This is an optimization exercise on Yosys and OpenROAD, whose aim is small area, not a production implementation.
No functional check of the RTL was part of this run.

## flow/run.sh

```bash
#!/bin/bash
# synth_recipe.tcl (not shown) runs the flow's synth.tcl, then flattens the netlist and writes it again
# the make line also repeats each setting of config.mk as NAME=value (left out here)
make -C /OpenROAD-flow-scripts/flow DESIGN_CONFIG=/design/flow/config.mk WORK_HOME=/design/flow/orfs CLKGATE_MAP_FILE= SYNTH_SCRIPT=/design/flow/synth_recipe.tcl finish
```

## flow/config.mk

```make
export PLATFORM = sky130hd
export DESIGN_NAME = game_core
export DESIGN_NICKNAME = game_core
export VERILOG_FILES = /design/flow/design.v
export SDC_FILE = /design/flow/constraint.sdc
export NUM_CORES = 8
export LEC_CHECK = 0
export CAP_MARGIN = 20
export CORE_MARGIN = 2
export CORE_UTILIZATION = 40
export PLACE_DENSITY = 0.6
export SLEW_MARGIN = 20
```

## flow/constraint.sdc

```tcl
create_clock -name core_clock -period 25.0 [get_ports {Clk}]
set_input_delay 5.0000 -clock core_clock [delete_from_list [all_inputs] [get_ports {Clk}]]
set_output_delay 5.0000 -clock core_clock [all_outputs]
set_load 0.01 [all_outputs]
```

## flow/design.v

```verilog
module frameCounter (
				input  logic 		Clk, Reset,
				input logic 		frame_clk,           
				output logic 		changeFrame);
	logic frame_clk_delayed, frame_clk_rising_edge;
   always_ff @ (posedge Clk) begin
        frame_clk_delayed <= frame_clk;
        frame_clk_rising_edge <= (frame_clk == 1'b1) && (frame_clk_delayed == 1'b0);
   end
	logic[6:0] counter, counter_in;
   logic	ChangeFrame, ChangeFrame_in;
	always_ff @ (posedge Clk)
   begin
		if (Reset)
		begin
			counter <= 7'd0;
			ChangeFrame <= 1'b0;
		end
		else
		begin
			counter <= counter_in;
			ChangeFrame <= ChangeFrame_in;
		end
   end
	always_comb
	begin
		counter_in = counter;
		ChangeFrame_in = changeFrame;
		if (frame_clk_rising_edge)
		begin
			if (counter == 7'd59)
				counter_in = 7'd0;
			else
				counter_in = counter + 1'd1;
			if (counter % 20 >= 0 && counter % 20 < 10)
				ChangeFrame_in = 1'b0;
			else
				ChangeFrame_in = 1'b1;
		end		
	end
	assign changeFrame = ChangeFrame;
endmodule
module health (
				input  logic 		Clk, Reset, hit_en,
				input logic 		frame_clk,           
            output logic[2:0] health_out,
				output logic 		game_over);
	logic frame_clk_delayed, frame_clk_rising_edge;
   always_ff @ (posedge Clk) begin
        frame_clk_delayed <= frame_clk;
        frame_clk_rising_edge <= (frame_clk == 1'b1) && (frame_clk_delayed == 1'b0);
   end
	logic[2:0] health, health_in;
	logic[6:0] counter, counter_in;
	always_ff @ (posedge Clk)
   begin
		if (Reset)
			begin
				health <= 3'b101;
				counter <= 7'd119;
			end
		else
			begin
				health <= health_in;
				counter <= counter_in;
			end
   end
	always_comb
	begin
		health_in = health;
		counter_in = counter;
		if (frame_clk_rising_edge)
			begin
				if (counter == 7'd0)
					counter_in = 7'd119;
				else
					counter_in = counter - 1'd1;
				if (health == 3'b00)
					health_in = 3'b00;
				else if (hit_en && counter == 7'd0)		 
					health_in = health - 1'b1;
				else
					health_in = health_in;
			end
	end
	assign health_out = health;
	always_comb
	begin
		if (health == 3'b0)
			game_over = 1'b1;
		else
			game_over = 1'b0;
	end
endmodule
module enemy_health4 (
				input  logic 		Clk, Reset, 
				input logic[0:3] 		enemy_hit_en, is_enemy_shield,
				input logic 		frame_clk,           
				output logic[0:3] 		dead,
				output logic		all_dead);
	logic frame_clk_delayed, frame_clk_rising_edge;
   always_ff @ (posedge Clk) begin
        frame_clk_delayed <= frame_clk;
        frame_clk_rising_edge <= (frame_clk == 1'b1) && (frame_clk_delayed == 1'b0);
   end
	logic[0:3][2:0] health, health_in;
	logic[6:0] counter, counter_in;
	always_ff @ (posedge Clk)
   begin
		if (Reset)
			begin
				health <= {3'b101, 3'b101, 3'b101, 3'b111};
				counter <= 7'd119;
			end
		else
			begin
				health <= health_in;
				counter <= counter_in;
			end
   end
	always_comb
	begin
		health_in = health;
		counter_in = counter;
		if (frame_clk_rising_edge)
			begin
				if (counter == 7'd0)
					counter_in = 7'd119;
				else
					counter_in = counter - 1'd1;
				for (int i = 0; i < 4; i++)
				begin
					if (health[i] == 3'b00)
						health_in[i] = 3'b00;
					else if (enemy_hit_en[i] && ~is_enemy_shield[i] && counter == 7'd0)		 
						health_in[i] = health[i] - 1'b1;
					else
						health_in[i] = health[i];
				end
			end
	end
	always_comb
	begin
		for (int i = 0; i < 4; i++)
		begin
			if (health[i] == 3'b0)
				dead[i] = 1'b1;
			else
				dead[i] = 1'b0;
		end
	end
	assign all_dead = dead[0] & dead[1] & dead[2] & dead[3];
endmodule
module platform(
input logic Clk,			 
input logic Reset,		 
input logic frame_clk,	 
input logic[7:0] keycode,					 
input logic[9:0] DrawX, DrawY,			 
input logic is_move,
input logic[13:0] excess_is_move,
input logic[13:0] player_location,		 
input logic game_over,
output logic[9:0] start_X,					 
output logic[9:0] start_Y,					 
output logic is_platform,					 
output logic can_move,						 
(* fsm_encoding = "none" *) output logic[13:0] top,						 
(* fsm_encoding = "none" *) output logic[13:0] top_left,
(* fsm_encoding = "none" *) output logic[13:0] top_right,
output logic[13:0] bot,
output logic[13:0] excess,
output logic[13:0] left_bound,
output logic [13:0] right_bound,
output logic [0:15][0:2][13:0] platform_change		 
);
	logic frame_clk_delayed, frame_clk_rising_edge;
	always_ff @ (posedge Clk) begin
		frame_clk_delayed <= frame_clk;
		frame_clk_rising_edge <= (frame_clk == 1'b1) && (frame_clk_delayed == 1'b0);
	end
	parameter [13:0] Ball_X_Size = 10'd15;
	parameter [13:0] Y_Min = 10'd0;        
	parameter [13:0] Y_Max = 10'd479;      
	parameter [13:0] X_Max = 10'd639;   
	parameter [13:0] X_Min = 10'd0;
	parameter [13:0] speed = 10'd6;		 
	parameter [13:0] platform_length = (7*X_Max)+6;		 
	logic [13:0] left_bound_in;					 
	logic [13:0] right_bound_in;
	logic [13:0] top_in, top_left_in, top_right_in;
	logic [13:0] bot_in;
	logic[13:0] OOB;
	logic found, found_p;
	logic debug1, debug3, debug2, debug4, debug5, debug6;
	logic debug1_in, debug3_in, debug2_in, debug4_in, debug5_in, debug6_in;
	logic[9:0] debug_comb, debug_comb_in;
	assign start_X = 10'd100;						 
	assign start_Y = 10'd300;
	assign platform_change = {{14'b0, 14'd300, 14'd350},
										{14'd400, 14'd400, 14'd450},
										{14'd500, 14'd300, 14'd350},
										{14'd750, 14'd225, 14'd275},
										{14'd870, 14'd150, 14'd200},
										{14'd910, 14'd180, 14'd230},
										{14'd1000, 14'd280, 14'd330},
										{14'd1200, 14'd380, 14'd430},
										{14'd1330, 14'd440, 14'd479},
										{14'd1650, 14'd340, 14'd390},
										{14'd2000, 14'd380, 14'd430},
										{14'd2050, 14'd280, 14'd330},
										{14'd2200, 14'd220, 14'd370},
										{14'd2600, 14'd340, 14'd390},
										{14'd3100, 14'd440, 14'd479},
										{platform_length, 14'd440, 14'd479}};
	always_ff @ (posedge Clk)			 
	begin
		if (Reset)
			begin
				left_bound <= 14'b0;
				right_bound <= 14'd639;
				top <= 10'd300;
				top_left <= 10'd300;
				top_right <= 10'd300;
				bot <= 10'd350;
				debug1 <= 1'b0;
				debug2 <= 1'b0;
				debug3 <= 1'b0;
				debug4 <= 1'b0;
				debug5 <= 1'b0;
				debug6 <= 1'b0;
				debug_comb <= 10'b0;
		end
		else
		begin	
				left_bound <= left_bound_in;
				right_bound <= right_bound_in;
				bot <= bot_in;
				top <= top_in;
				top_left <= top_left_in;
				top_right <= top_right_in;
				debug1 <= debug1_in;
				debug2 <= debug2_in;
				debug3 <= debug3_in;
				debug4 <= debug4_in;
				debug5 <= debug5_in;
				debug6 <= debug6_in;
				debug_comb <= debug_comb_in;
		end
	end
	always_comb
	begin
		OOB = left_bound - speed;
		found = 1'b0;
		debug1_in = debug1;
		debug2_in = debug2;
		debug3_in = debug3;
		debug4_in = debug4;
		debug5_in = debug5;
		debug6_in = is_move;
		debug_comb_in = debug_comb + 1'b1;
		left_bound_in = left_bound;					 
		right_bound_in = right_bound;
		top_in = top;
		top_right_in = top_right;
		top_left_in = top_left;
		bot_in = bot;
		excess = 14'b0;
		can_move = 1'b0;
		if (frame_clk_rising_edge & ~game_over)
		begin
			unique case (keycode)						 
				8'd04:	 
				begin
					if (left_bound == 0)					 
					begin
						debug1_in = 1'b1;
						excess = 14'b0;
						can_move = 1'b1;				 
						found = 1'b0;
						for (int i = 1; i < 16; i++)		 
						begin
							if (!found) begin
							if (player_location < platform_change[i][0])
							begin
								top_in = platform_change[i-1][1];
								bot_in = platform_change[i-1][2];
								found = 1'b1;
							end
							end
						end
						found = 1'b0;
						for (int i = 1; i < 16; i++)		 
						begin
							if (!found) begin
							if ((player_location - Ball_X_Size) < platform_change[i][0])
							begin
								top_left_in = platform_change[i-1][1];
								found = 1'b1;
							end
							end
						end
						found = 1'b0;
						for (int i = 1; i < 16; i++)		 
						begin
							if (!found) begin
							if ((player_location + Ball_X_Size) < platform_change[i][0])
							begin
								top_right_in = platform_change[i-1][1];
								found = 1'b1;
							end
							end
						end
					end
					else if (OOB == 0 || OOB[13] == 1)			 
					begin
						debug2_in = 1'b1;
						if (is_move)
						begin
							left_bound_in = 14'b0;
							right_bound_in = 14'd639;			 
							excess = 14'd320 - (player_location - speed);
						end
						can_move = 1'b0;							 
						found = 1'b0;
						for (int i = 1; i < 16; i++)				 
						begin
							if (!found) begin
							if (player_location < platform_change[i][0])
							begin
								top_in = platform_change[i-1][1];
								bot_in = platform_change[i-1][2];
								found = 1'b1;
							end
							end
						end
						found = 1'b0;
						for (int i = 1; i < 16; i++)		 
						begin
							if (!found) begin
							if ((player_location - Ball_X_Size) < platform_change[i][0])
							begin
								top_left_in = platform_change[i-1][1];
								found = 1'b1;
							end
							end
						end
						found = 1'b0;
						for (int i = 1; i < 16; i++)		 
						begin
							if (!found) begin
							if ((player_location + Ball_X_Size) < platform_change[i][0])
							begin
								top_right_in = platform_change[i-1][1];
								found = 1'b1;
							end
							end
						end
					end
					else if (right_bound == platform_length && (player_location > (platform_length - 14'd319)))
					begin
						can_move = 1'b1;
						excess = 14'b0;
						if (is_move)
						begin
							if ((player_location - speed) < (platform_length - 14'd319))
							begin
								left_bound_in = left_bound - ((platform_length - 14'd319) - (player_location - speed));
								right_bound_in = right_bound - ((platform_length - 14'd319) - (player_location - speed));
								can_move = 1'b0;
							end
						end
						found = 1'b0;
						for (int i = 1; i < 16; i++)		 
						begin
							if (!found) begin
							if (player_location < platform_change[i][0])
							begin
								top_in = platform_change[i-1][1];
								bot_in = platform_change[i-1][2];
								found = 1'b1;
							end
							end
						end
						found = 1'b0;
						for (int i = 1; i < 16; i++)		 
						begin
							if (!found) begin
							if ((player_location - Ball_X_Size) < platform_change[i][0])
							begin
								top_left_in = platform_change[i-1][1];
								found = 1'b1;
							end
							end
						end
						found = 1'b0;
						for (int i = 1; i < 16; i++)		 
						begin
							if (!found) begin
							if ((player_location + Ball_X_Size) < platform_change[i][0])
							begin
								top_right_in = platform_change[i-1][1];
								found = 1'b1;
							end
							end
						end
					end
					else													 
					begin
						debug3_in = 1'b1;
						excess = 14'b0;
						if (is_move)
						begin
							debug4_in = 1'b1;
							left_bound_in = left_bound - speed;		 
							right_bound_in = right_bound - speed;
						end
						else if (!is_move)
						begin
							debug5_in = 1'b1;
							left_bound_in = left_bound - excess_is_move;
							right_bound_in = right_bound - excess_is_move;
						end
						can_move = 1'b0;							 
						found = 1'b0;
						for (int i = 1; i < 16; i++)				 
						begin
							if (!found) begin
							if (player_location < platform_change[i][0])		 
							begin
								top_in = platform_change[i-1][1];
								bot_in = platform_change[i-1][2];
								found = 1'b1;
							end
							end
						end
						found = 1'b0;
						for (int i = 1; i < 16; i++)		 
						begin
							if (!found) begin
							if ((player_location - Ball_X_Size) < platform_change[i][0])
							begin
								top_left_in = platform_change[i-1][1];
								found = 1'b1;
							end
							end
						end
						found = 1'b0;
						for (int i = 1; i < 16; i++)		 
						begin
							if (!found) begin
							if ((player_location + Ball_X_Size) < platform_change[i][0])
							begin
								top_right_in = platform_change[i-1][1];
								found = 1'b1;
							end
							end
						end
					end
				end
				8'd07:	 
				begin
					if (right_bound == (platform_length))			 
					begin
						excess = 14'b0;
						can_move = 1'b1;								 
						found = 1'b0;
						for (int i = 1; i < 16; i++)					 
						begin
							if (!found) begin
							if (player_location  < platform_change[i][0])
							begin
								top_in = platform_change[i-1][1];
								bot_in = platform_change[i-1][2];
								found = 1'b1;
							end
							end
						end
						found = 1'b0;
						for (int i = 1; i < 16; i++)		 
						begin
							if (!found) begin
							if ((player_location - Ball_X_Size) < platform_change[i][0])
							begin
								top_left_in = platform_change[i-1][1];
								found = 1'b1;
							end
							end
						end
						found = 1'b0;
						for (int i = 1; i < 16; i++)		 
						begin
							if (!found) begin
							if ((player_location + Ball_X_Size) < platform_change[i][0])
							begin
								top_right_in = platform_change[i-1][1];
								found = 1'b1;
							end
							end
						end
					end
					else if ((right_bound + speed) >= (platform_length))		 
					begin
						if (is_move)
						begin
							left_bound_in = platform_length - 14'd640;			 
							right_bound_in = platform_length;
							excess = (player_location + speed) - (platform_length - 319);
						end
						can_move = 1'b0;
						found = 1'b0;
						for (int i = 1; i < 16; i++)				 
						begin
							if (!found) begin
							if (player_location < platform_change[i][0])
							begin
								top_in = platform_change[i-1][1];
								bot_in = platform_change[i-1][2];
								found = 1'b1;
							end
							end
						end
						found = 1'b0;
						for (int i = 1; i < 16; i++)		 
						begin
							if (!found) begin
							if ((player_location - Ball_X_Size) < platform_change[i][0])
							begin
								top_left_in = platform_change[i-1][1];
								found = 1'b1;
							end
							end
						end
						found = 1'b0;
						for (int i = 1; i < 16; i++)		 
						begin
							if (!found) begin
							if ((player_location + Ball_X_Size) < platform_change[i][0])
							begin
								top_right_in = platform_change[i-1][1];
								found = 1'b1;
							end
							end
						end
					end
					else if (left_bound == 0 && (player_location < 14'd320))
					begin
						excess = 14'b0;
						can_move = 1'b1;
						if (is_move)
						begin
							if ((player_location + speed) > 14'd320)
							begin
								left_bound_in = left_bound + ((player_location + speed) - 14'd320);
								right_bound_in = right_bound + ((player_location + speed) - 14'd320);
								can_move = 1'b0;
							end
						end
						found = 1'b0;
						for (int i = 1; i < 16; i++)		 
						begin
							if (!found) begin
							if (player_location < platform_change[i][0])
							begin
								top_in = platform_change[i-1][1];
								bot_in = platform_change[i-1][2];
								found = 1'b1;
							end
							end
						end
						found = 1'b0;
						for (int i = 1; i < 16; i++)		 
						begin
							if (!found) begin
							if ((player_location - Ball_X_Size) < platform_change[i][0])
							begin
								top_left_in = platform_change[i-1][1];
								found = 1'b1;
							end
							end
						end
						found = 1'b0;
						for (int i = 1; i < 16; i++)		 
						begin
							if (!found) begin
							if ((player_location + Ball_X_Size) < platform_change[i][0])
							begin
								top_right_in = platform_change[i-1][1];
								found = 1'b1;
							end
							end
						end
					end
					else										 
					begin
						excess = 14'b0;
						if (is_move)
						begin
							left_bound_in = left_bound + speed;		 
							right_bound_in = right_bound + speed;
						end
						else if (!is_move)
						begin
							left_bound_in = left_bound + excess_is_move;
							right_bound_in = right_bound + excess_is_move;
						end
						can_move = 1'b0;								 
						found = 1'b0;
						for (int i = 1; i < 16; i++)			 
						begin
							if (!found) begin
							if (player_location < platform_change[i][0])
							begin
								top_in = platform_change[i-1][1];
								bot_in = platform_change[i-1][2];
								found = 1'b1;
							end
							end
						end
						found = 1'b0;
						for (int i = 1; i < 16; i++)		 
						begin
							if (!found) begin
							if ((player_location - Ball_X_Size) < platform_change[i][0])
							begin
								top_left_in = platform_change[i-1][1];
								found = 1'b1;
							end
							end
						end
						found = 1'b0;
						for (int i = 1; i < 16; i++)		 
						begin
							if (!found) begin
							if ((player_location + Ball_X_Size) < platform_change[i][0])
							begin
								top_right_in = platform_change[i-1][1];
								found = 1'b1;
							end
							end
						end
					end
				end
				default:
				begin
					left_bound_in = left_bound;					 
					right_bound_in = right_bound;
					top_in = top;
					top_right_in = top_right;
					top_left_in = top_left;
					bot_in = bot;
				end
			endcase
		end
	end
	always_comb 			 
	begin
		is_platform = 1'b0;			 
		found_p = 1'b0;
		found_p = 1'b0;
		for (int i = 1; i < 16; i++)		 
		begin
			if (!found_p) begin
			if (DrawX + left_bound < platform_change[i][0])			 
			begin
				if (DrawY >= platform_change[i-1][1])	 
				begin
					is_platform = 1'b1;			 
					found_p = 1'b1;
				end
				else
				begin
					is_platform = 1'b0;
					found_p = 1'b1;
				end
			end
			else	
				is_platform = 1'b0;
			end
		end
	end
endmodule
module  ball4 ( input         Clk,                 
                             Reset,               
                             frame_clk,           
               input [9:0]   DrawX, DrawY,        
					input [7:0]   keycode,				 
					input 		  can_move,
					input logic[13:0] top,
					input logic[0:15][0:2][13:0] platform_change,
					input logic[13:0] excess,
					input logic[13:0] top_left,
					input logic[13:0] top_right,
               output logic  is_ball,             
					output logic  is_shield,			  
					output logic  is_punch,
					output logic[0:3] is_attack,		     
					output logic[13:0] player_location,
					output logic  is_move,
					output logic[13:0] excess_is_move,
					output logic  ball_direction,
					output logic[13:0] Ball_X, Ball_Y,
					input logic[0:3][13:0] enemy_location,
					input game_over,
					input logic[0:3] enemy_hit_en
              );
	 parameter [9:0] Ball_X_Size = 10'd20;         
	 parameter [9:0] Ball_Y_Size = 10'd30;         
	 parameter [9:0] Ball_Y_shield = 10'd20;		  
    parameter [9:0] Ball_X_Start = 10'd320;   
	 parameter [13:0] Ball_Y_Start = 10'd300 - Ball_Y_Size;  	 
    parameter [9:0] Ball_X_Min = 10'd0;        
    parameter [9:0] Ball_X_Max = 10'd639;      
    parameter [9:0] Ball_Y_Min = 10'd0;        
    parameter [9:0] Ball_Y_Max = 10'd479;      
    parameter [9:0] Ball_X_Step = 10'd6;       
    parameter [9:0] Ball_Y_Step = 10'd6;       
    logic[13:0] Ball_X_Pos, Ball_Y_Pos, Ball_Y_Motion;
    logic[13:0] Ball_X_Pos_in, Ball_Y_Pos_in, Ball_Y_Motion_in;
	 logic[13:0] location, location_in;
	 logic direction_, direction_in;
	 logic shield, shield_in, attack, attack_in;
	 logic[0:3] hit, hit_in;
	 logic found;
	 int im1, im2;
	 logic[13:0] OOB;
	 logic debugb1, debugb2, debugb3, debugb4, debugb5;
	 logic debugb1_in, debugb2_in, debugb3_in, debugb4_in, debugb5_in;
	 logic[9:0] debugb_Y;
    logic frame_clk_delayed, frame_clk_rising_edge;
    always_ff @ (posedge Clk) begin
        frame_clk_delayed <= frame_clk;
        frame_clk_rising_edge <= (frame_clk == 1'b1) && (frame_clk_delayed == 1'b0);
    end
    always_ff @ (posedge Clk)
    begin
        if (Reset)
        begin
            Ball_X_Pos <= Ball_X_Start;
            Ball_Y_Pos <= Ball_Y_Start;
				location <= Ball_X_Start;
				direction_ <= 1'b1;
				shield <= 1'd0;
				attack <= 1'd0;
				hit <= 4'b0000;
        end
        else
        begin
            Ball_X_Pos <= Ball_X_Pos_in;
            Ball_Y_Pos <= Ball_Y_Pos_in;
				location <= location_in;
				direction_ <= direction_in;
				shield <= shield_in;
				attack <= attack_in;	
				hit <= hit_in;
        end
    end
    always_comb
    begin
        Ball_X_Pos_in = Ball_X_Pos;
        Ball_Y_Pos_in = Ball_Y_Pos;
		  location_in = location; 
		  direction_in = direction_;
		  is_move = 1'b1;
		  excess_is_move = 14'b0;
		  OOB = 14'b0;
		  shield_in = shield;
		  attack_in = attack;
		  hit_in = hit;
		  debugb1 = 1'b0;
		  debugb2 = 1'b0;
		  debugb3 = 1'b0;
		  debugb4 = 1'b0;
		  debugb5 = 1'b0;
		  debugb_Y = 10'b0;
		  found = 1'b0;
		  im1 = 0;
		  im2 = 0;
        if (frame_clk_rising_edge && ~game_over)
        begin
				shield_in = 1'b0;
				attack_in = 1'b0;
				if ( (Ball_Y_Pos + Ball_Y_Size < top - 1'b1) && (Ball_Y_Pos + Ball_Y_Size < top_left - 1'b1) && (Ball_Y_Pos + Ball_Y_Size < top_right - 1'b1))
					begin
						Ball_Y_Pos_in = Ball_Y_Pos + Ball_Y_Step;
					end
            if( Ball_Y_Pos + Ball_Y_Step + Ball_Y_Size > top - 1'b1 )   
               begin
						Ball_Y_Pos_in = top - 1'b1 - Ball_Y_Size;
					end   
				if (keycode == 8'd04)	 
				begin
					direction_in = 1'b0;
					if (can_move)
						begin
							if ( Ball_X_Pos <= Ball_X_Min + 1'b1 + Ball_X_Size )  
								begin	
									Ball_X_Pos_in = Ball_X_Min + Ball_X_Size;
									location_in = Ball_X_Min + Ball_X_Size;
								end
							else
								begin
									Ball_X_Pos_in = Ball_X_Pos - Ball_X_Step;
									location_in = location - Ball_X_Step;					
								end
						end
					else if (!can_move)
						begin
							Ball_X_Pos_in = Ball_X_Start - excess;
							location_in = location - Ball_X_Step;
						end
					found = 1'b0;
					for (int i = 1; i < 16; i++)
					begin
						im1 = i - 1; im2 = (i >= 2) ? i - 2 : 0;
						if (!found) begin
						if ((location - Ball_X_Size) < platform_change[i][0])
						begin
							if (i == 1)
							begin
								excess_is_move = 14'b0;
								is_move = 1'b1;
								found = 1'b1;
							end
							else
							begin
							if ((location - Ball_X_Step - Ball_X_Size) <= platform_change[im1][0])
							begin
								if (Ball_Y_Pos > platform_change[im2][1] && Ball_Y_Pos < platform_change[im2][2])
								begin
									if (can_move)
									begin
										Ball_X_Pos_in = Ball_X_Pos - (location - platform_change[im1][0] + 1'b1);
										excess_is_move = 14'b0;
									end
									else if (!can_move)
									begin
										Ball_X_Pos_in = Ball_X_Start;
										excess_is_move = location - (platform_change[im1][0] + 1'b1 + Ball_X_Size);
									end
									location_in = platform_change[im1][0] + 1'b1 + Ball_X_Size;
									is_move = 1'b0;
								end
								else if ((Ball_Y_Pos - Ball_Y_Size) > platform_change[im2][1] && (Ball_Y_Pos - Ball_Y_Size) < platform_change[im2][2])
								begin
									if (can_move)
									begin
										Ball_X_Pos_in = Ball_X_Pos - (location - platform_change[im1][0] + 1'b1);
										excess_is_move = 14'b0;
									end
									else if (!can_move)
									begin
										Ball_X_Pos_in = Ball_X_Start;
										excess_is_move = location - (platform_change[im1][0] + 1'b1 + Ball_X_Size);
									end
									location_in = platform_change[im1][0] + 1'b1 + Ball_X_Size;
									is_move = 1'b0;
								end
								else if ((Ball_Y_Pos + Ball_Y_Size) > platform_change[im2][1] && (Ball_Y_Pos + Ball_Y_Size) < platform_change[im2][2])
								begin
									if (can_move)
									begin
										Ball_X_Pos_in = Ball_X_Pos - (location - platform_change[im1][0] + 1'b1);
										excess_is_move = 14'b0;
									end
									else if (!can_move)
									begin
										Ball_X_Pos_in = Ball_X_Start;
										excess_is_move = location - (platform_change[im1][0] + 1'b1 + Ball_X_Size);
									end
									location_in = platform_change[im1][0] + 1'b1 + Ball_X_Size;
									is_move = 1'b0;
								end
							end
							else
							begin
								excess_is_move = 14'b0;
								is_move = 1'b1;
							end
							end
							found = 1'b1;
						end
						else
						begin
							is_move = 1'b1;
						end
						end
					end
				end
				if (keycode == 8'd07)	 
				begin
					direction_in = 1'b1;
					if (can_move)
					begin
						if( Ball_X_Pos + Ball_X_Size >= Ball_X_Max - 1'b1)  
						begin	
							Ball_X_Pos_in = Ball_X_Max - Ball_X_Size;
							location_in = Ball_X_Max*7 - Ball_X_Size;
						end
						else
						begin
							Ball_X_Pos_in = Ball_X_Pos + Ball_X_Step;
							location_in = location + Ball_X_Step;
						end
					end
					else if (!can_move)
					begin
						Ball_X_Pos_in = Ball_X_Start + excess;
						location_in = location + Ball_X_Step;
					end
						found = 1'b0;
						for (int i = 1; i < 16; i++)
						begin
							if (!found) begin
							if ((location + Ball_X_Size) < platform_change[i][0])
							begin
								debugb_Y = Ball_Y_Pos;
								debugb1 = 1'b1;
								if (i == 15)
								begin
									excess_is_move = 14'b0;
									is_move = 1'b1;
									found = 1'b1;
								end
								else
								begin
								if ((location + Ball_X_Step + Ball_X_Size) >= platform_change[i][0])
								begin
									if (Ball_Y_Pos > platform_change[i][1] && Ball_Y_Pos < platform_change[i][2])
									begin
										if (can_move)
										begin
											Ball_X_Pos_in = Ball_X_Pos + ((platform_change[i][0] - location)- 1'b1);
											excess_is_move = 14'b0;
										end
										else if (!can_move)
										begin
											Ball_X_Pos_in = Ball_X_Start;
											excess_is_move = (platform_change[i][0] - 1'b1 - Ball_X_Size) - location;
										end
										location_in = platform_change[i][0] - 1'b1 - Ball_X_Size;
										is_move = 1'b0;
									end
									else if ((Ball_Y_Pos - Ball_Y_Size) > platform_change[i][1] && (Ball_Y_Pos - Ball_Y_Size) < platform_change[i][2])
									begin
										if (can_move)
										begin
											Ball_X_Pos_in = Ball_X_Pos + ((platform_change[i][0] - location)- 1'b1);
											excess_is_move = 14'b0;
										end
										else if (!can_move)
										begin
											Ball_X_Pos_in = Ball_X_Start;
											excess_is_move = (platform_change[i][0] - 1'b1 - Ball_X_Size) - location;
										end
										location_in = platform_change[i][0] - 1'b1 - Ball_X_Size;
										is_move = 1'b0;
									end
									else if ((Ball_Y_Pos + Ball_Y_Size) > platform_change[i][1] && (Ball_Y_Pos + Ball_Y_Size) < platform_change[i][2])
									begin
										if (can_move)
										begin
											Ball_X_Pos_in = Ball_X_Pos + ((platform_change[i][0] - location)- 1'b1);
											excess_is_move = 14'b0;
										end
										else if (!can_move)
										begin
											Ball_X_Pos_in = Ball_X_Start;
											excess_is_move = (platform_change[i][0] - 1'b1 - Ball_X_Size) - location;
										end
										location_in = platform_change[i][0] - 1'b1 - Ball_X_Size;
										is_move = 1'b0;
									end
								end
								else
								begin
									excess_is_move = 14'b0;
									is_move = 1'b1;
								end
								end
								found = 1'b1;
							end
							else
								is_move = 1'b1;
							end
						end
					end
				if(keycode == 8'd26)	 
					begin
						OOB = Ball_Y_Pos - 10'd200;
						if (Ball_Y_Pos + Ball_Y_Size >= top - 1'b1)
						begin
							if ((OOB == 0) || OOB[13] == 1'b1)
								Ball_Y_Pos_in = Ball_Y_Min + Ball_Y_Size;
							else
								Ball_Y_Pos_in = Ball_Y_Pos - 10'd200;
						end
						else
							Ball_Y_Pos_in = Ball_Y_Pos + Ball_Y_Step;			
					end
				if (keycode ==	8'd22)	 
					begin
						shield_in = 1'b1;
						attack_in = 1'b0;
					end	
				if (keycode == 8'd44)	 
					begin
						shield_in = 1'b0;
						attack_in = 1'b1;	
					end
				for (int i = 0; i < 4; i++)
				begin
					if (((player_location + Ball_X_Size <= enemy_location[i] + Ball_X_Size 
							&&	player_location + Ball_X_Size >= enemy_location[i] - Ball_X_Size) 
							||	(player_location - Ball_X_Size <= enemy_location[i] + Ball_X_Size
							&& player_location - Ball_X_Size >= enemy_location[i] - Ball_X_Size)) 
						&&	((player_location + Ball_Y_Size <= enemy_location[i] + Ball_Y_Size 
							&& player_location + Ball_Y_Size >= enemy_location[i] - Ball_Y_Size)
							|| (player_location - Ball_Y_Size <= enemy_location[i] + Ball_Y_Size
							&& player_location - Ball_Y_Size >= enemy_location[i] - Ball_Y_Size))
						&& !enemy_hit_en[i] && attack)
						begin
							hit_in[i] = 1'b1;
						end
					else
						begin
							hit_in[i] = 1'b0;
						end
				end
        end
		  else
			is_move = 1'b1;
    end
    int DistX, DistY, SizeX, SizeY;
	 assign DistX = DrawX - Ball_X_Pos;
    assign DistY = DrawY - Ball_Y_Pos;
    assign SizeX = Ball_X_Size;
	 assign SizeY = Ball_Y_Size;
    always_comb begin
		  if ( (DistX*DistX <= SizeX*SizeX) && (DistY*DistY <= SizeY*SizeY)) 
            is_ball = 1'b1;
        else
            is_ball = 1'b0;		
    end
	 assign player_location = location;
	 assign ball_direction = direction_;
	 assign is_shield = shield;
	 assign is_attack[0] = attack && ~game_over && hit_in[0];  
	 assign is_attack[1] = attack && ~game_over && hit_in[1];
	 assign is_attack[2] = attack && ~game_over && hit_in[2];
	 assign is_attack[3] = attack && ~game_over && hit_in[3];
	 assign is_punch = attack;
	 assign Ball_X = Ball_X_Pos;
	 assign Ball_Y = Ball_Y_Pos;
endmodule
module enemy4 (
				input 			Clk, Reset, frame_clk,
				input[9:0]   	DrawX, DrawY,          
				input[7:0]   	keycode,					  
				input[13:0]		Ball_X,	
				input				can_move,				
				input[0:15][0:2][13:0] 	platform_change,
				input[13:0] 	player_location,
				input		 		hit_en, 
				output logic[0:3]	is_enemy,
				output logic[0:3]   is_enemy_shield,			  
				output logic[0:3]	is_enemy_attack,		     
				output logic[0:3][13:0] enemy_location,	
				output logic[0:3]	direction,
				output logic[0:3][13:0] Enemy_X, Enemy_Y,
				input logic[0:3]		dead					
);
	 parameter [13:0] Enemy_X_Size = 10'd20;         
	 parameter [13:0] Enemy_Y_Size = 10'd30;         
    logic [0:3][13:0] Enemy_X_Start;
	 assign Enemy_X_Start = {14'd120, 14'd1500, 14'd2400, 14'd3800};   
	 logic [0:3][13:0] Enemy_Y_Start;
	 assign Enemy_Y_Start = {14'd449, 14'd449, 14'd449, 14'd449};   
    parameter [13:0] Enemy_X_Min = 10'd0;        
    parameter [13:0] Enemy_X_Max = 10'd639;      
    parameter [13:0] Enemy_Y_Min = 10'd0;        
    parameter [13:0] Enemy_Y_Max = 10'd479;      
    parameter [13:0] Enemy_X_Step = 10'd4;       
    parameter [13:0] Enemy_Y_Step = 10'd6;       
    parameter [13:0] Ball_X_Step = 10'd6;		   
	 logic [0:3][0:1][13:0] Border;
	 assign Border = {{14'd20, 14'd375},
							{14'd1023, 14'd1627},
							{14'd2220, 14'd2800},
							{14'd3121, 14'd4453} };
	 logic[0:3][13:0] Enemy_X_Pos, Enemy_Y_Pos, Enemy_Y_Motion;
    logic[0:3][13:0] Enemy_X_Pos_in, Enemy_Y_Pos_in, Enemy_Y_Motion_in;
	 logic[0:3][13:0] location, location_in;
	 logic[0:3] direction_, direction_in;
	 logic[0:3][16:0] attack_shield, attack_shield_in;
	 logic[0:3] shield, shield_in;
	 logic[0:3] attack, attack_in;
	 logic[0:3] hit, hit_in;
	 logic[0:3] appears, appears_in;
	 logic[0:3][9:0] Enemy_top, Enemy_top_in;
	 logic[0:3][13:0] OOB;
	 logic found;
	 int jm1, jm2;
    logic frame_clk_delayed, frame_clk_rising_edge;
    always_ff @ (posedge Clk) begin
        frame_clk_delayed <= frame_clk;
        frame_clk_rising_edge <= (frame_clk == 1'b1) && (frame_clk_delayed == 1'b0);
    end
    always_ff @ (posedge Clk)
    begin
        if (Reset)
        begin
            Enemy_X_Pos <= Enemy_X_Start;
            Enemy_Y_Pos <= Enemy_Y_Start;
            Enemy_Y_Motion <= '0;
				location <= Enemy_X_Start;
				direction_ <= 4'b1000;
				Enemy_top <= {platform_change[0][1][9:0], platform_change[0][1][9:0], platform_change[0][1][9:0], platform_change[0][1][9:0]};
				attack_shield <= '0;
				shield <= 4'b0000;
				attack <= 4'b0000;
				hit <= 4'b0000;
				appears <= 4'b1111;
        end
        else
        begin
            Enemy_X_Pos <= Enemy_X_Pos_in;
            Enemy_Y_Pos <= Enemy_Y_Pos_in;
            Enemy_Y_Motion <= Enemy_Y_Motion_in;
				location <= location_in;
				direction_ <= direction_in;
				Enemy_top <= Enemy_top_in;
				attack_shield <= attack_shield_in;
				shield <= shield_in;
				attack <= attack_in;		
				hit <=  hit_in;
				appears <= appears_in;
        end
    end
    always_comb
    begin
        Enemy_X_Pos_in = Enemy_X_Pos;
        Enemy_Y_Pos_in = Enemy_Y_Pos;
        Enemy_Y_Motion_in = Enemy_Y_Motion;
		  location_in = location; 
		  direction_in = direction_;
		  attack_shield_in = attack_shield;
		  shield_in = shield;
		  attack_in = attack;  
		  hit_in = hit;
		  appears_in = appears;
		  Enemy_top_in = Enemy_top;
		  OOB = '0;
		  found = 1'b0;
		  jm1 = 0;
		  jm2 = 0;
        if (frame_clk_rising_edge)
        begin
				Enemy_Y_Motion_in = '0;
				location_in = location;
				attack_shield_in[0] = (location[0] + Enemy_Y_Pos[0]) % 3;
				attack_shield_in[1] = (location[1] + Enemy_Y_Pos[0]) % 3;
				attack_shield_in[2] = (location[2] + Enemy_Y_Pos[0]) % 3;
				attack_shield_in[3] = (location[3] + Enemy_Y_Pos[0]) % 3;
				shield_in = 4'b0000;
				attack_in = 4'b0000;
				for (int i = 0; i < 4; i++)
				begin
					Enemy_Y_Pos_in[i] = Enemy_Y_Pos[i] + Enemy_Y_Motion[i];
					if (location[i] >= Border[i][0] && location[i] <= Border[i][1] && ~dead[i])
						appears_in[i] = 1'b1;
					else
						appears_in[i] = 1'b1;
					found = 1'b0;
					for (int j = 0; j < 15; j++)  
						begin
							if (!found && location[i] >= platform_change[j][0] + Enemy_X_Size[i] && location[i] + Enemy_X_Size[i] < platform_change[j+1][0])
							begin
								Enemy_top_in[i] = platform_change[j][1];			
								found = 1'b1;
							end
						end
					if (Enemy_Y_Pos[i] + Enemy_Y_Size[i] < Enemy_top[i] - 1'b1)	 
						begin
							Enemy_Y_Motion_in[i] = Enemy_Y_Step;
						end			
					if (Enemy_Y_Pos[i] + Enemy_Y_Motion[i] + Enemy_Y_Size > Enemy_top[i] - 1'b1)   
						begin
							Enemy_Y_Motion_in[i] = 1'b0;
							Enemy_Y_Pos_in[i] = Enemy_top[i] - 1'b1 - Enemy_Y_Size;
						end 
					if (Enemy_Y_Pos[i] <= Enemy_Y_Min + 1'b1 + Enemy_Y_Size + Enemy_Y_Motion[i])   
						begin
							Enemy_Y_Motion_in[i] = Enemy_Y_Step;
						end			
					if (player_location + Enemy_X_Size < location[i] - Enemy_X_Size)  
						begin
							direction_in[i] = 1'b0;
							attack_shield_in[i] = 10'd4;
							if (location[i] >= Border[i][0])
							begin
								if ((can_move) || (!can_move && keycode == 8'd07) || (!can_move && keycode == 8'd00) 
									|| (!can_move && keycode == 8'd22) || (!can_move && keycode == 8'd44) || (!can_move && keycode == 8'd26))
									begin
										if ((player_location <= Enemy_X_Max/2) && (location[i] <= Enemy_X_Min + 1'b1 + Enemy_X_Size))  
											begin	
												Enemy_X_Pos_in[i] = Enemy_X_Min + Enemy_X_Size;
												location_in[i] = Enemy_X_Min + Enemy_X_Size;
											end
										else
											begin
												location_in[i] = location[i] - Enemy_X_Step;	
												Enemy_X_Pos_in[i] = Ball_X + location[i] - player_location;	
											end
									end
								else
									begin	
										location_in[i] = location[i] - Enemy_X_Step;								
										if (location[i] - player_location <= 10'd320)
											Enemy_X_Pos_in[i] = 10'd320 + location[i] - player_location;
										else
											Enemy_X_Pos_in[i] = Enemy_X_Max + Enemy_X_Size + 10'd3;
									end
								found = 1'b0;
								for (int j = 1; j < 16; j++)
								begin
									jm1 = j - 1; jm2 = (j >= 2) ? j - 2 : 0;
									if (!found) begin
									if ((location[i] - Enemy_X_Size) < platform_change[j][0])
									begin
										found = 1'b1;
										if (j != 1) begin
										if ((location[i] - Enemy_X_Step - Enemy_X_Size - 2'd2) <= platform_change[jm1][0])  
										begin
											OOB[i] = Enemy_Y_Pos[i] - 10'd200;
											if (Enemy_Y_Pos[i] + Enemy_Y_Size >= Enemy_top[i] - 1'b1)
											begin
												if (OOB[i] == 0 || OOB[i][13] == 1'b1)
													Enemy_Y_Pos_in[i] = Enemy_Y_Min + Enemy_Y_Size;
												else
													Enemy_Y_Pos_in[i] = Enemy_Y_Pos[i] - (10'd200);
											end
											else
												Enemy_Y_Pos_in[i] = Enemy_Y_Pos[i] + Enemy_Y_Step;	
										end
										if ((location[i] - Enemy_X_Step - Enemy_X_Size) <= platform_change[jm1][0])
										begin
											if (Enemy_Y_Pos[i] > platform_change[jm2][1] && Enemy_Y_Pos[i] < platform_change[jm2][2])
											begin
												location_in[i] = location[i] - Enemy_X_Step;								
												if (location[i] - player_location <= 10'd320)
													Enemy_X_Pos_in[i] = 10'd320 + location[i] - player_location;
												else
													Enemy_X_Pos_in[i] = Enemy_X_Max + Enemy_X_Size + 10'd3;
											end
											else if ((Enemy_Y_Pos[i] - Enemy_Y_Size) > platform_change[jm2][1] && (Enemy_Y_Pos[i] - Enemy_Y_Size) < platform_change[jm2][2])
											begin
												location_in[i] = location[i] - Enemy_X_Step;								
												if (location[i] - player_location <= 10'd320)
													Enemy_X_Pos_in[i] = 10'd320 + location[i] - player_location;
												else
													Enemy_X_Pos_in[i] = Enemy_X_Max + Enemy_X_Size + 10'd3;
											end
											else if ((Enemy_Y_Pos[i] + Enemy_Y_Size) > platform_change[jm2][1] && (Enemy_Y_Pos[i] + Enemy_Y_Size) < platform_change[jm2][2])
											begin
												location_in[i] = location[i] - Enemy_X_Step;								
												if (location[i] - player_location <= 10'd320)
													Enemy_X_Pos_in[i] = 10'd320 + location[i] - player_location;
												else
													Enemy_X_Pos_in[i] = Enemy_X_Max + Enemy_X_Size + 10'd3;
											end
										end
										end
									end
									end
								end			
							end
							else 
								begin
									location_in[i] = location[i];
									Enemy_X_Pos_in[i] = Ball_X + location[i] - player_location;
								end
						end
					if (player_location - Enemy_X_Size > location[i] + Enemy_X_Size)  
						begin
							direction_in[i] = 1'b1;
							attack_shield_in[i] = 10'd4;
							if (location[i] <= Border[i][1])
							begin
								if (can_move || (!can_move && keycode == 8'd04)  || (!can_move && keycode == 8'd00)
									|| (!can_move && keycode == 8'd22) || (!can_move && keycode == 8'd44) || (!can_move && keycode == 8'd26))
									begin
										if((player_location >= Enemy_X_Max*7+10'd6 - Enemy_X_Max/2) && (location[i] + Enemy_X_Size >= Enemy_X_Max*7+10'd6 - 1'b1))  
											begin	
												Enemy_X_Pos_in[i] = Enemy_X_Max - Enemy_X_Size;
												location_in[i] = Enemy_X_Max*7+10'd6 - Enemy_X_Size;
											end
										else
											begin
												location_in[i] = location[i] + Enemy_X_Step;
												Enemy_X_Pos_in[i] = Ball_X + location[i] - player_location;
											end
									end
								else
									begin
										location_in[i] = location[i] + Enemy_X_Step;
										if (10'd320 + location[i] - player_location + Enemy_X_Size <= 10'd320)
											Enemy_X_Pos_in[i] = 10'd320 + location[i] - player_location;
										else
											Enemy_X_Pos_in[i] = (~(Enemy_X_Max) + 1'b1);
									end
								found = 1'b0;
								for (int j = 1; j < 16; j++)
								begin
									if (!found) begin
									if ((location[i] + Enemy_X_Size) < platform_change[i][0])
									begin
										found = 1'b1;
										if (i != 15) begin
										if ((location[i] + Enemy_X_Step + Enemy_X_Size + 2'd2) >= platform_change[j][0])  
										begin
											OOB[i] = Enemy_Y_Pos[i] - 10'd200;
											if (Enemy_Y_Pos[i] + Enemy_Y_Size >= Enemy_top[i] - 1'b1)
											begin
												if (OOB[i] == 0 || OOB[i][13] == 1'b1)
													Enemy_Y_Pos_in[i] = Enemy_Y_Min + Enemy_Y_Step;
												else
													Enemy_Y_Pos_in[i] = Enemy_Y_Pos[i] - 10'd200;
											end
											else
												Enemy_Y_Pos_in[i] = Enemy_Y_Pos[i] + Enemy_Y_Step;
										end										
										if ((location[i] + Enemy_X_Step + Enemy_X_Size) >= platform_change[j][0])
										begin
											if (Enemy_Y_Pos[i] > platform_change[j][1] && Enemy_Y_Pos[i] < platform_change[j][2])
											begin
												location_in[i] = location[i] + Enemy_X_Step;
												if (10'd320 + location[i] - player_location + Enemy_X_Size <= 10'd320)
													Enemy_X_Pos_in[i] = 10'd320 + location[i] - player_location;
												else
													Enemy_X_Pos_in[i] = (~(Enemy_X_Max) + 1'b1);
											end
											else if ((Enemy_Y_Pos[i] - Enemy_Y_Size) > platform_change[j][1] && (Enemy_Y_Pos[i] - Enemy_Y_Size) < platform_change[j][2])
											begin
												location_in[i] = location[i] + Enemy_X_Step;
												if (10'd320 + location[i] - player_location + Enemy_X_Size <= 10'd320)
													Enemy_X_Pos_in[i] = 10'd320 + location[i] - player_location;
												else
													Enemy_X_Pos_in[i] = (~(Enemy_X_Max) + 1'b1);
											end
											else if ((Enemy_Y_Pos[i] + Enemy_Y_Size) > platform_change[j][1] && (Enemy_Y_Pos[i] + Enemy_Y_Size) < platform_change[j][2])
											begin
												if (Enemy_Y_Pos[i] > platform_change[j][1] && Enemy_Y_Pos[i] < platform_change[j][2])
												begin
													location_in[i] = location[i] + Enemy_X_Step;
													if (10'd320 + location[i] - player_location + Enemy_X_Size <= 10'd320)
														Enemy_X_Pos_in[i] = 10'd320 + location[i] - player_location;
													else
														Enemy_X_Pos_in[i] = (~(Enemy_X_Max) + 1'b1);
												end
											end
										end
										end
									end
									end
								end
							end
							else 
								begin
									location_in[i] = location[i];
									Enemy_X_Pos_in[i] = Ball_X + location[i] - player_location;
								end
						end
					if ((player_location + Enemy_X_Size >= location[i] - Enemy_X_Size) || 
						 (player_location - Enemy_X_Size <= location[i] + Enemy_X_Size))
						begin	
						if (attack_shield[i] == 10'd1)	 
							begin
								shield_in[i] = 1'b1;
								attack_in[i] = 1'b0;
								Enemy_Y_Motion_in[i] = Enemy_Y_Motion_in[i];					
							end	
						if (attack_shield[i] == 10'd2)	 
							begin
								shield_in[i] = 1'b0;
								attack_in[i] = 1'b1;
								Enemy_Y_Motion_in[i] = Enemy_Y_Motion_in[i];	
							end
						end
					if (((player_location + Enemy_X_Size <= location[i] + Enemy_X_Size 
							&&	player_location + Enemy_X_Size >= location[i] - Enemy_X_Size) 
							||	(player_location - Enemy_X_Size <= location[i] + Enemy_X_Size
							&& player_location - Enemy_X_Size >= location[i] - Enemy_X_Size)) 
						&&	((player_location + Enemy_Y_Size <= location[i] + Enemy_Y_Size 
							&& player_location + Enemy_Y_Size >= location[i] - Enemy_Y_Size)
							|| (player_location - Enemy_Y_Size <= location[i] + Enemy_Y_Size
							&& player_location - Enemy_Y_Size >= location[i] - Enemy_Y_Size))
						&& hit_en && attack[i] && appears[i] && ~dead[i] 
						&& location[i] >= Border[i][0] && location[i] <= Border[i][1])
						begin
							hit_in[i] = 1'b1;
						end
					else
						begin
							hit_in[i] = 1'b0;
						end
				end
        end
    end
    logic [0:3][31:0] DistX, DistY;
    int SizeX, SizeY;
	 assign DistX[0] = DrawX - Enemy_X_Pos[0];  
	 assign DistY[0] = DrawY - Enemy_Y_Pos[0];
	 assign DistX[1] = DrawX - Enemy_X_Pos[1];  
	 assign DistY[1] = DrawY - Enemy_Y_Pos[1];
	 assign DistX[2] = DrawX - Enemy_X_Pos[2];  
	 assign DistY[2] = DrawY - Enemy_Y_Pos[2];
	 assign DistX[3] = DrawX - Enemy_X_Pos[3];  
	 assign DistY[3] = DrawY - Enemy_Y_Pos[3];
    assign SizeX = Enemy_X_Size;
	 assign SizeY = Enemy_Y_Size;
    always_comb begin
		for (int i = 0; i < 4; i++)
		begin
		  if ( ($signed(DistX[i])*$signed(DistX[i]) <= SizeX*SizeX) && ($signed(DistY[i])*$signed(DistY[i]) <= SizeY*SizeY) && appears[i] && ~dead[i]) 
            is_enemy[i] = 1'b1;
        else
            is_enemy[i] = 1'b0;
		end
    end
	 assign enemy_location = location;
	 assign direction = direction_;
	 assign is_enemy_shield[0] = shield[0];
	 assign is_enemy_shield[1] = shield[1];
	 assign is_enemy_shield[2] = shield[2];
	 assign is_enemy_shield[3] = shield[3];
	 assign is_enemy_attack[0] = attack[0] & hit[0] & appears[0];
	 assign is_enemy_attack[1] = attack[1] & hit[1] & appears[1];
	 assign is_enemy_attack[2] = attack[2] & hit[2] & appears[2];
	 assign is_enemy_attack[3] = attack[3] & hit[3] & appears[3];
	 assign Enemy_X[0] = Enemy_X_Pos[0];
	 assign Enemy_Y[0] = Enemy_Y_Pos[0];
	 assign Enemy_X[1] = Enemy_X_Pos[1];
	 assign Enemy_Y[1] = Enemy_Y_Pos[1];
	 assign Enemy_X[2] = Enemy_X_Pos[2];
	 assign Enemy_Y[2] = Enemy_Y_Pos[2];
	 assign Enemy_X[3] = Enemy_X_Pos[3];
	 assign Enemy_Y[3] = Enemy_Y_Pos[3];
endmodule
module game_core (
    input  logic        Clk,
    input  logic        Reset,           
    input  logic        frame_clk,       
    input  logic [7:0]  keycode,
    input  logic [9:0]  DrawX,
    input  logic [9:0]  DrawY,
    output logic        is_ball,
    output logic [3:0]  is_enemy,
    output logic        is_platform,
    output logic        is_shield,
    output logic        is_punch,
    output logic [3:0]  is_attack,
    output logic [13:0] player_location,
    output logic [13:0] Ball_X,
    output logic [13:0] Ball_Y,
    output logic        ball_direction,
    output logic [55:0] enemy_loc,
    output logic [55:0] Enemy_X,
    output logic [55:0] Enemy_Y,
    output logic [3:0]  enemy_direction,
    output logic [3:0]  is_enemy_shield,
    output logic [3:0]  is_enemy_attack,
    output logic [2:0]  health_out,
    output logic        game_over,
    output logic [3:0]  dead,
    output logic        all_dead,
    output logic        changeFrame,
    output logic [13:0] left_bound
);
    logic Reset_h;
    assign Reset_h = Reset;
    logic               is_shield_w, is_punch_w, is_move, ball_direction_w;
    logic [0:3]         is_attack_w;
    logic [13:0]        excess_is_move;
    logic [13:0]        player_location_w, Ball_X_w, Ball_Y_w;
    logic [9:0]         start_X, start_Y;
    logic               can_move;
    logic [13:0]        bot, top, top_left, top_right, excess, left_bound_w, right_bound;
    logic [0:15][0:2][13:0] platform_change;
    logic [0:3]         is_enemy_w, is_enemy_shield_w, is_enemy_attack_w, direction_w;
    logic [0:3][13:0]   enemy_loc_w, Enemy_X_w, Enemy_Y_w;
    logic [0:3]         dead_w;
    logic               all_dead_w;
    logic [2:0]         health_out_w;
    logic               game_over_w;
    logic               changeFrame_w;
    ball4 ball_instance (
        .Clk(Clk), .Reset(Reset_h), .frame_clk(frame_clk),
        .DrawX(DrawX), .DrawY(DrawY), .keycode(keycode),
        .can_move(can_move), .top(top), .platform_change(platform_change),
        .excess(excess), .top_left(top_left), .top_right(top_right),
        .is_ball(is_ball), .is_shield(is_shield_w), .is_punch(is_punch_w),
        .is_attack(is_attack_w), .player_location(player_location_w),
        .is_move(is_move), .excess_is_move(excess_is_move),
        .ball_direction(ball_direction_w), .Ball_X(Ball_X_w), .Ball_Y(Ball_Y_w),
        .enemy_location(enemy_loc_w), .game_over(game_over_w),
        .enemy_hit_en(is_enemy_shield_w)
    );
    enemy4 enemy (
        .Clk(Clk), .Reset(Reset_h), .frame_clk(frame_clk),
        .DrawX(DrawX), .DrawY(DrawY), .keycode(keycode), .Ball_X(Ball_X_w),
        .can_move(can_move), .platform_change(platform_change),
        .player_location(player_location_w), .hit_en(~is_shield_w),
        .is_enemy(is_enemy_w), .is_enemy_shield(is_enemy_shield_w),
        .is_enemy_attack(is_enemy_attack_w), .enemy_location(enemy_loc_w),
        .direction(direction_w), .Enemy_X(Enemy_X_w), .Enemy_Y(Enemy_Y_w),
        .dead(dead_w)
    );
    platform plat (
        .Clk(Clk), .Reset(Reset_h), .frame_clk(frame_clk), .keycode(keycode),
        .DrawX(DrawX), .DrawY(DrawY), .is_move(is_move),
        .excess_is_move(excess_is_move), .player_location(player_location_w),
        .game_over(game_over_w), .start_X(start_X), .start_Y(start_Y),
        .is_platform(is_platform), .can_move(can_move), .top(top),
        .top_left(top_left), .top_right(top_right), .bot(bot), .excess(excess),
        .left_bound(left_bound_w), .right_bound(right_bound),
        .platform_change(platform_change)
    );
    health player_health (
        .Clk(Clk), .Reset(Reset_h), .frame_clk(frame_clk),
        .hit_en(is_enemy_attack_w[0] || is_enemy_attack_w[1] || is_enemy_attack_w[2] || is_enemy_attack_w[3]),
        .health_out(health_out_w), .game_over(game_over_w)
    );
    enemy_health4 enemy_health (
        .Clk(Clk), .Reset(Reset_h), .frame_clk(frame_clk),
        .enemy_hit_en(is_attack_w), .is_enemy_shield(is_enemy_shield_w),
        .dead(dead_w), .all_dead(all_dead_w)
    );
    frameCounter frame_count (
        .Clk(Clk), .Reset(Reset_h), .frame_clk(frame_clk),
        .changeFrame(changeFrame_w)
    );
    always_comb begin
        for (int i = 0; i < 4; i++) begin
            is_enemy[i]              = is_enemy_w[i];
            is_attack[i]             = is_attack_w[i];
            enemy_direction[i]       = direction_w[i];
            is_enemy_shield[i]       = is_enemy_shield_w[i];
            is_enemy_attack[i]       = is_enemy_attack_w[i];
            dead[i]                  = dead_w[i];
            enemy_loc[14*i +: 14]    = enemy_loc_w[i];
            Enemy_X[14*i +: 14]      = Enemy_X_w[i];
            Enemy_Y[14*i +: 14]      = Enemy_Y_w[i];
        end
    end
    assign is_shield       = is_shield_w;
    assign is_punch        = is_punch_w;
    assign player_location = player_location_w;
    assign Ball_X          = Ball_X_w;
    assign Ball_Y          = Ball_Y_w;
    assign ball_direction  = ball_direction_w;
    assign health_out      = health_out_w;
    assign game_over       = game_over_w;
    assign all_dead        = all_dead_w;
    assign changeFrame     = changeFrame_w;
    assign left_bound      = left_bound_w;
endmodule
```

==> run notes <==
Status
The run finished with no timing, DRC or antenna violations.

Clock network
The clock transition at the registers of the reported paths is 0.06 ns. In this run, post-CTS hold repair placed 0 buffers. The post-cts sizing count is 0.

The H-tree generated during clock tree synthesis spans 3 levels. The longest clock path from root to sink contains 4 buffers. The CTS root buffer is clkbuf_16.

The later pin in the worst-skew pair is clocked with a latency of 0.95 ns. The number of buffers inserted during clock tree synthesis is 80. The tree built by TritonCTS fans out to 450 sinks. TritonCTS built the clock tree. The post-CTS setup buffer count is 0.

Floorplanning
The region available for standard cell placement spans 501000 sq um. The number of core rows is 260. The floorplan step defined a die boundary enclosing 509000 sq um. In this run the count of I/O pins placed on the die edge is 290. From left edge to right edge, the die measures 713 um. The floorplan step set the die height to 713 um. The effective utilization at floorplan is 0.401.

Timing
In the finished design, the share of the clock period the worst path needs comes to 0.946. The headroom to the max-slew limit is 0.0892. Final hold analysis gives a worst-case slack of 0.379 ns. The number of max-slew violations in the final report is 0.

The count of endpoints failing hold in the final timing report is 0. The final worst-path setup slack is 1.35 ns. Setup repair after global routing left no endpoint under its margin. The final-layout setup total negative slack is 0 ns. The largest clock skew in the final design is 0.121 ns. Counting I/O delays and the setup requirement, the final critical path takes 23.65 ns. Setup violations remaining at the end of the flow were counted as 0. Timing would allow up to 0.0423 GHz. The pin slew with the least headroom to its limit is 1.36 ns.

Synth
After synthesis, the share of flip-flops with an asynchronous set or reset is 0. Each instance of the synthesized netlist takes up on average 7.48 sq um. The count of different cell masters after synthesis is 140. The flip-flop cell with the highest count after synthesis is dfxtp_1. Counting every instance in the synthesized netlist gives 26900. The number of warnings printed during yosys synthesis is 7.

The post-synthesis instance area is 201000 sq um. In this run, synthesis inferred 0 flip-flops with an integrated enable. The proportion of synthesized chip area in sequential cells is 0.0448. In this run, synthesis produced a sequential element count of 450. Counting every net in the synthesized netlist gives 31300.

Worst setup path
The largest single stage delay on the critical path is 0.89 ns. The critical path in this run is classified as in2out. STA puts the critical path data arrival time at 18.65 ns.

In this run the worst path has a maximum fanout of 10. The element type at the critical path end is an output port. The master of the slowest instance on the critical path is xor2_1.

The worst setup path is launched from an input port. The worst endpoint required time is 20.00 ns. The cell occurring most often along the worst timing path is o21a_1.

Detailed routing
Dividing the detail-routed wire length by the instance count gives 27.6 um. The detail route stage leaves a number of antenna-violating nets equal to 0. The first-pass iteration count of the detailed router is 13. The total number of vias is 209000. The initial DRC count is 24000. For this run, design rule violations remaining after detail routing come to 0.

The post-detailed-route via-to-cell ratio is 6.21. The routed wire length is 931000 um.

Final layout
For this run, the post-layout net count is 31300. The growth of design area from synthesis to finish is 7.93%. The library cells used most frequently in the layout, excluding fill and tap cells, are inv_1, nand2_1, nor2_1, ha_1, fa_1. The design area is 217000 sq um.

For this run, the number of standard cells in the final layout without fillers is 33700. The leading cell type in the layout, fill and taps excluded is inv_1. In the final layout, the share of cells above drive strength 1 is 0.0503.

Global routing
The initial antenna violation count came to 81. The total overflow left after global routing is 0. The via count of the first global-routing pass is 202000. The maximum number of pins on one net before global-route repair is 64.

The global-route wire length before repair is 1350000 um. The total global-route track usage is 0.353.

Min path
The type of the worst min-delay path is reg2reg.

Placed design
The placement-stage worst setup slack is 1.60 ns. The detailed placer's ending HPWL is 730000 um. After detailed placement, the total cell area comes to 214000 sq um. In this run, placement finished with an instance count of 33500. The count of port buffers added during placement is 289. At the end of routability-driven placement, the weighted congestion stood at 1.07.

Flow run
The max-capacitance violation count is 0.
## area by class of cell
type                       count  area (sq um)
fill                       51600        284000
clock inverter                43           470
multi-input combinational  22100        176000
inverter                    3208         12000
tap                         6681          8360
sequential                   450          9070
clock buffer                  98          2200
antenna                       57           143
timing repair buffer        1029          8400
## logic make-up after synthesis
| logic type | after synthesis | synth area share |
|---|---|---|
| buffers and inverters | 4319 | 0.0811 |
| adder cells (fa/ha/maj) | 4412 | 0.356 |
| XOR/XNOR | 1996 | 0.0871 |
| flip-flops | 450 | 0.0448 |
| multiplexers | 144 | 0.00741 |
| AND/OR/NAND/NOR | 8639 | 0.201 |
| AO/OA/AOI/OAI | 6931 | 0.222 |
## worst max-delay path, delay by kind of cell
kind	cells	cell delay, ns
AOI/OAI and AO/OA	25	5.41
xor gates and xnor gates	1	0.89
adders and majority gates	9	3.95
buffers and inverters	8	2.89
and+or+nand+nor	2	0.43
## routing by layer
metal | vias to the layer above | wire (um) | GRT usage
li1 | 93300 | - | -
met1 | 102000 | 376000 | 0.459
met2 | 11300 | 387000 | 0.523
met3 | 2673 | 101000 | 0.0944
met4 | 66 | 66100 | 0.215
met5 | - | 416 | 0
## registers in the layout, summed over array words and instances (netlist names), 36 cells and up
register	count
enemy.Enemy_top	36
enemy.attack_shield	68
enemy.Enemy_Y_Pos	56
enemy.location	56
enemy.Enemy_X_Pos	56
## cell usage after synthesis, drive strengths merged, types with 90 or more instances
cell type / count / share of area
nor4: 271 / 0.0087
or2: 104 / 0.0032
o31ai: 149 / 0.0056
a21oi: 1953 / 0.049
a221oi: 96 / 0.0042
nand3: 658 / 0.016
mux2i: 113 / 0.0057
nor2b: 316 / 0.0098
nand2: 2606 / 0.049
a31oi: 336 / 0.011
ha: 2220 / 0.14
inv: 3135 / 0.058
clkbuf: 949 / 0.018
dfxtp: 450 / 0.045
o22ai: 189 / 0.0059
buf: 162 / 0.0035
o21a: 311 / 0.012
nand2b: 317 / 0.0099
o211ai: 256 / 0.0096
nor2: 2388 / 0.045
nand4: 331 / 0.010
xnor2: 1509 / 0.066
o21ai: 1516 / 0.038
a22oi: 90 / 0.0034
xor2: 486 / 0.021
and3: 153 / 0.0048
or3: 161 / 0.0051
fa: 2187 / 0.22
o21bai: 288 / 0.011
a211oi: 253 / 0.0095
a21o: 352 / 0.013
and2: 214 / 0.0067
nor3: 823 / 0.021
## per-stage QoR
| stage | utilization |
|---|---|
| after floorplan | - |
| after global routing | 0.433 |
| after CTS | 0.433 |
| after global placement | 0.427 |
| after detailed placement | 0.427 |
| final | 0.433 |
## worst paths after layout
path                                               start                                         to  slack, ns  cells after the start
setup / recovery                                DrawY[0]                                is_enemy[0]       1.35                     45
hold reg to reg          enemy.frame_clk_delayed$_DFF_P_  frame_count.frame_clk_rising_edge$_DFF_P_       0.38                      1
setup reg to reg  ball_instance.location[3]$_SDFFE_PP0P_          plat.right_bound[13]$_SDFFE_PP0P_       7.88                     47
hold / removal           enemy.frame_clk_delayed$_DFF_P_  frame_count.frame_clk_rising_edge$_DFF_P_       0.38                      1

## separate check: timing with driven ports
The results above use ideal ports. As a check the final layout listed here was re-extracted and re-timed, cells and wires unchanged.
Step 1, drivers: a clkbuf_16 drives Clk and a buf_2 each remaining input, both assumed.
Step 2 also shifts input and output timing later by t, the mid clock arrival at the registers, as if the neighbouring blocks saw the same clock.
Slacks: ideal ports / drivers / drivers and shift; pairs: ideal ports / drivers.
t (ns): 1.002
setup slack, ns: 1.354 / 1.309 / 1.309
latest minus earliest clock arrival (ns): 0.129 / 0.129
pins driven straight from the clock port: 1
After both steps this run still meets setup and hold. The setup slack of this run moves by -0.045 ns with the drivers and by -0.045 ns with both steps.
